Context: an optimization exercise on an open-source flow, tuned for small area and a short achievable clock period. The choices shown serve that exercise and are no tape-out recipe. Only simulation tests tie the RTL to the original design; equivalence was not proved. No activity file was given, so power comes from the tool's default toggle rates.

Setup of run 1:
==> flow/design.v (excerpt) <==
module finalproject #(
    parameter CLK_FREQ_HZ = 8_000,
    parameter SCAN_RATE   = 1000
)(
    input  wire        CLK,
    input  wire        RST_N,
    input  wire [3:0]  ROWS,
    output wire [3:0]  COLS,
    output wire [7:0]  HEX0,
    output wire [7:0]  HEX1,
    output wire [7:0]  HEX2,
    output wire [9:0]  LEDS,
    output wire [7:0]  DBG
);
    reg [2:0] cnt;
    reg       tick;        
    reg       first;       
    reg [3:0] colsx;       
    assign COLS = colsx ^ 4'b1110;
    always @(posedge CLK or negedge RST_N) begin
        if (!RST_N) begin
            cnt   <= 3'd0;
            tick  <= 1'b0;
            first <= 1'b1;
            colsx <= 4'b0000;
        end else begin
            cnt  <= cnt + 3'd1;
            tick <= (cnt == 3'd7);
            if (tick) begin
                first <= 1'b0;
                if (!first) colsx <= {COLS[2:0], COLS[3]} ^ 4'b1110;
            end
        end
    end
    wire one_row = (ROWS == 4'b1110) | (ROWS == 4'b1101) |
                   (ROWS == 4'b1011) | (ROWS == 4'b0111);
    wire [1:0] cidx = {~COLS[3] | ~COLS[2], ~COLS[3] | ~COLS[1]};
    wire [1:0] ridx = {~ROWS[3] | ~ROWS[2], ~ROWS[3] | ~ROWS[1]};
    reg [3:0] kcode;
    always @(*) begin
        case ({cidx, ridx})
            4'b00_00: kcode = 4'd1;  4'b00_01: kcode = 4'd4;
            4'b00_10: kcode = 4'd7;  4'b00_11: kcode = 4'hE;
            4'b01_00: kcode = 4'd2;  4'b01_01: kcode = 4'd5;
            4'b01_10: kcode = 4'd8;  4'b01_11: kcode = 4'd0;
            4'b10_00: kcode = 4'd3;  4'b10_01: kcode = 4'd6;
            4'b10_10: kcode = 4'd9;  4'b10_11: kcode = 4'hF;
            4'b11_00: kcode = 4'hA;  4'b11_01: kcode = 4'hB;
            4'b11_10: kcode = 4'hC;  default:  kcode = 4'hD;
        endcase
    end
    reg [3:0] code;        
    reg       kev;         
    reg       idle;        
    always @(posedge CLK) code <= kcode;
    always @(posedge CLK or negedge RST_N) begin
        if (!RST_N) begin
            kev  <= 1'b0;
            idle <= 1'b1;
        end else begin
            kev <= tick & idle & one_row;
            if (tick) idle <= (ROWS == 4'b1111);
        end
    end
    wire k_clr   = (code == 4'hE);
    wire k_eq    = (code == 4'hF);
    wire k_op    = code[3] & (code[2] ^ code[1]);
    wire k_digit = ~code[3] | ~(code[2] | code[1]);
    function [6:0] seg;
        input [3:0] v;
        begin
  ...
Size in the first run: roughly 98 flip-flops, about 52 I/O pins.
==> flow/config.mk <==
export PLATFORM = sky130hd
export DESIGN_NAME = finalproject
export DESIGN_NICKNAME = finalproject
export VERILOG_FILES = /design/flow/design.v
export SDC_FILE = /design/flow/constraint.sdc
export NUM_CORES = 4
export LEC_CHECK = 0
export ABC_AREA = 1
export CAP_MARGIN = 20
export CORE_MARGIN = 2
export CORE_UTILIZATION = 40
export SLEW_MARGIN = 20
==> flow/constraint.sdc <==
create_clock -name core_clock -period 10.0 [get_ports {CLK}]
set_input_delay 2.0000 -clock core_clock [delete_from_list [all_inputs] [get_ports {CLK}]]
set_output_delay 2.0000 -clock core_clock [all_outputs]
set_load 0.01 [all_outputs]
standard.sh (not shown) runs the stock make flow with config.mk's settings and CLKGATE_MAP_FILE= SYNTH_SCRIPT=/design/flow/synth_recipe.tcl, a recipe that flattens the netlist after the stock synthesis.
==> flow/flow/run.sh <==
#!/bin/bash
# Own flow: the standard layout (standard.sh, unchanged synthesis,
# floorplan, power grid, placement, CTS and routing), with two changes:
#  - the port buffers are plain buffers instead of the delay cells that
#    buffer_ports picks by default;
#  - setup repair aims at a margin below the clock period.
# Each tool's full output stays in orfs/logs; make's output goes to
# standard.log in this folder.
set -euo pipefail
bash standard.sh \
  "BUFFER_PORTS_ARGS=-buffer_cell sky130_fd_sc_hd__buf_2" \
  SETUP_SLACK_MARGIN=6.8 \
  finish > standard.log 2>&1
Run 1 completed end to end with timing, DRC and antenna clean.
Setup changes, run 1 to run 2
# run 1
export LEC_CHECK = 0
export ABC_AREA = 1
export CAP_MARGIN = 20
export CORE_MARGIN = 2
export CORE_UTILIZATION = 40
export SLEW_MARGIN = 20
create_clock -name core_clock -period 10.0 [get_ports {CLK}]
# run 2
export LEC_CHECK = 0
export ABC_AREA = 1
export CAP_MARGIN = 20
export CORE_MARGIN = 2
export CORE_UTILIZATION = 40
export CTS_CLUSTER_DIAMETER = 100
export CTS_CLUSTER_SIZE = 30
export SLEW_MARGIN = 20
create_clock -name core_clock -period 10.0 [get_ports {CLK}]
-- flow/flow/run.sh --
<<< run 1, line 10
bash standard.sh \
  "BUFFER_PORTS_ARGS=-buffer_cell sky130_fd_sc_hd__buf_2" \
  SETUP_SLACK_MARGIN=6.8 \
  finish > standard.log 2>&1
>>> run 2, line 10
bash standard.sh \
  "BUFFER_PORTS_ARGS=-buffer_cell sky130_fd_sc_hd__buf_2" \
  SETUP_SLACK_MARGIN=7 \
  finish > standard.log 2>&1
Results
In run 2, maximum net fanout on the critical path is lower than in run 1. In terms of wire length, run 2 and run 1 differ only marginally. Maximum vdd ir drop delta (run 1 -> run 2): insignificant. Reported for run 1 and run 2, number of core rows turned out identical to the last digit. Run 2: signed area change from the synthesized netlist to the final layout 0.32 points above run 1. The global-route wire length before repair of run 1 and that of run 2 are within noise of each other.
Here is what was changed in the inputs of run 3 compared with run 2.
# run 2
export LEC_CHECK = 0
export ABC_AREA = 1
export CAP_MARGIN = 20
export CORE_MARGIN = 2
export CORE_UTILIZATION = 40
export CTS_CLUSTER_DIAMETER = 100
export CTS_CLUSTER_SIZE = 30
export SLEW_MARGIN = 20
create_clock -name core_clock -period 10.0 [get_ports {CLK}]
# run 3
export LEC_CHECK = 0
export ABC_AREA = 1
export CAP_MARGIN = 20
export CORE_MARGIN = 2
export CORE_UTILIZATION = 40
export SLEW_MARGIN = 20
create_clock -name core_clock -period 10.0 [get_ports {CLK}]
==> comparison <==
[compare] base=run 2 new=run 3: critical-path maximum fanout now sits at about the same level, number of nets at the end of the flow barely changed, detailed-routed wire length on met2 saw little to no change, total congestion overflow roughly the same. Re max capacitance violation total: no difference whatsoever between run 3 and run 2. Re total standard cell area after synthesis: no difference whatsoever between run 3 and run 2. Run 2 → run 3: clock group share of total power did not really move; final max-slew violation count did not really move. Run 3 against run 2: first-pass GRT wire length saw little to no change, fraction of area in registers saw little to no change.
Relative to run 3, the following input files were edited for run 4:
-- flow/flow/run.sh --
<<< run 3, line 10
bash standard.sh \
  "BUFFER_PORTS_ARGS=-buffer_cell sky130_fd_sc_hd__buf_2" \
  SETUP_SLACK_MARGIN=7 \
  finish > standard.log 2>&1
>>> run 4, line 10
bash standard.sh \
  "BUFFER_PORTS_ARGS=-buffer_cell sky130_fd_sc_hd__buf_2" \
  SETUP_SLACK_MARGIN=7.1 \
  finish > standard.log 2>&1
==> results.txt <==
Run 4: done, clean on timing, DRC and antenna
[compare] base=run 3 new=run 4: final cell count without fillers saw an increase; worst hold-check slack essentially unchanged.
Min critical path buffer and inverter count across run 3 and run 4: run 4
Delta (run 4 minus run 3): length of routed wiring on met1 now sits higher, met3 usage stayed essentially flat, post-layout net count has increased, synthesis-to-finish area growth has increased.
Relative to run 3, total power increased by 10 µW in run 4.

==> static timing again, ports no longer ideal <==
The results above use ideal ports. As a check the final layouts listed here were re-extracted and re-timed, cells and wires unchanged. Step 1 (the two cells are an assumption about what drives the block):
set clk [get_ports {CLK}]
set_driving_cell -lib_cell sky130_fd_sc_hd__clkbuf_16 $clk
set_driving_cell -lib_cell sky130_fd_sc_hd__buf_2 [delete_from_list [all_inputs] $clk]
Step 2 moves the port delays by t, midway between the first and last clock arrival at a register: inputs arrive t later, outputs are due t later. That takes back most of the time a late clock gives input paths. a / b / c = ideal / step 1 / step 2; a / b = the first two.
run | shift t [ns] | setup WS [ns] | worst setup path at the end | latest minus earliest clock arrival (ns) | worst data-port slew with drivers (ns)
run 1 | 0.374 | 6.877 / 6.842 / 7.189 | input to register | 0.007 / 0.007 | 0.03
run 2 | 0.372 | 7.043 / 7.007 / 7.189 | input to register | 0.008 / 0.007 | 0.03
run 3 | 0.372 | 7.043 / 7.007 / 7.189 | input to register | 0.008 / 0.007 | 0.03
run 4 | 0.372 | 7.085 / 7.049 / 7.190 | input to register | 0.009 / 0.009 | 0.03
After both steps setup and hold are still met in every run listed.
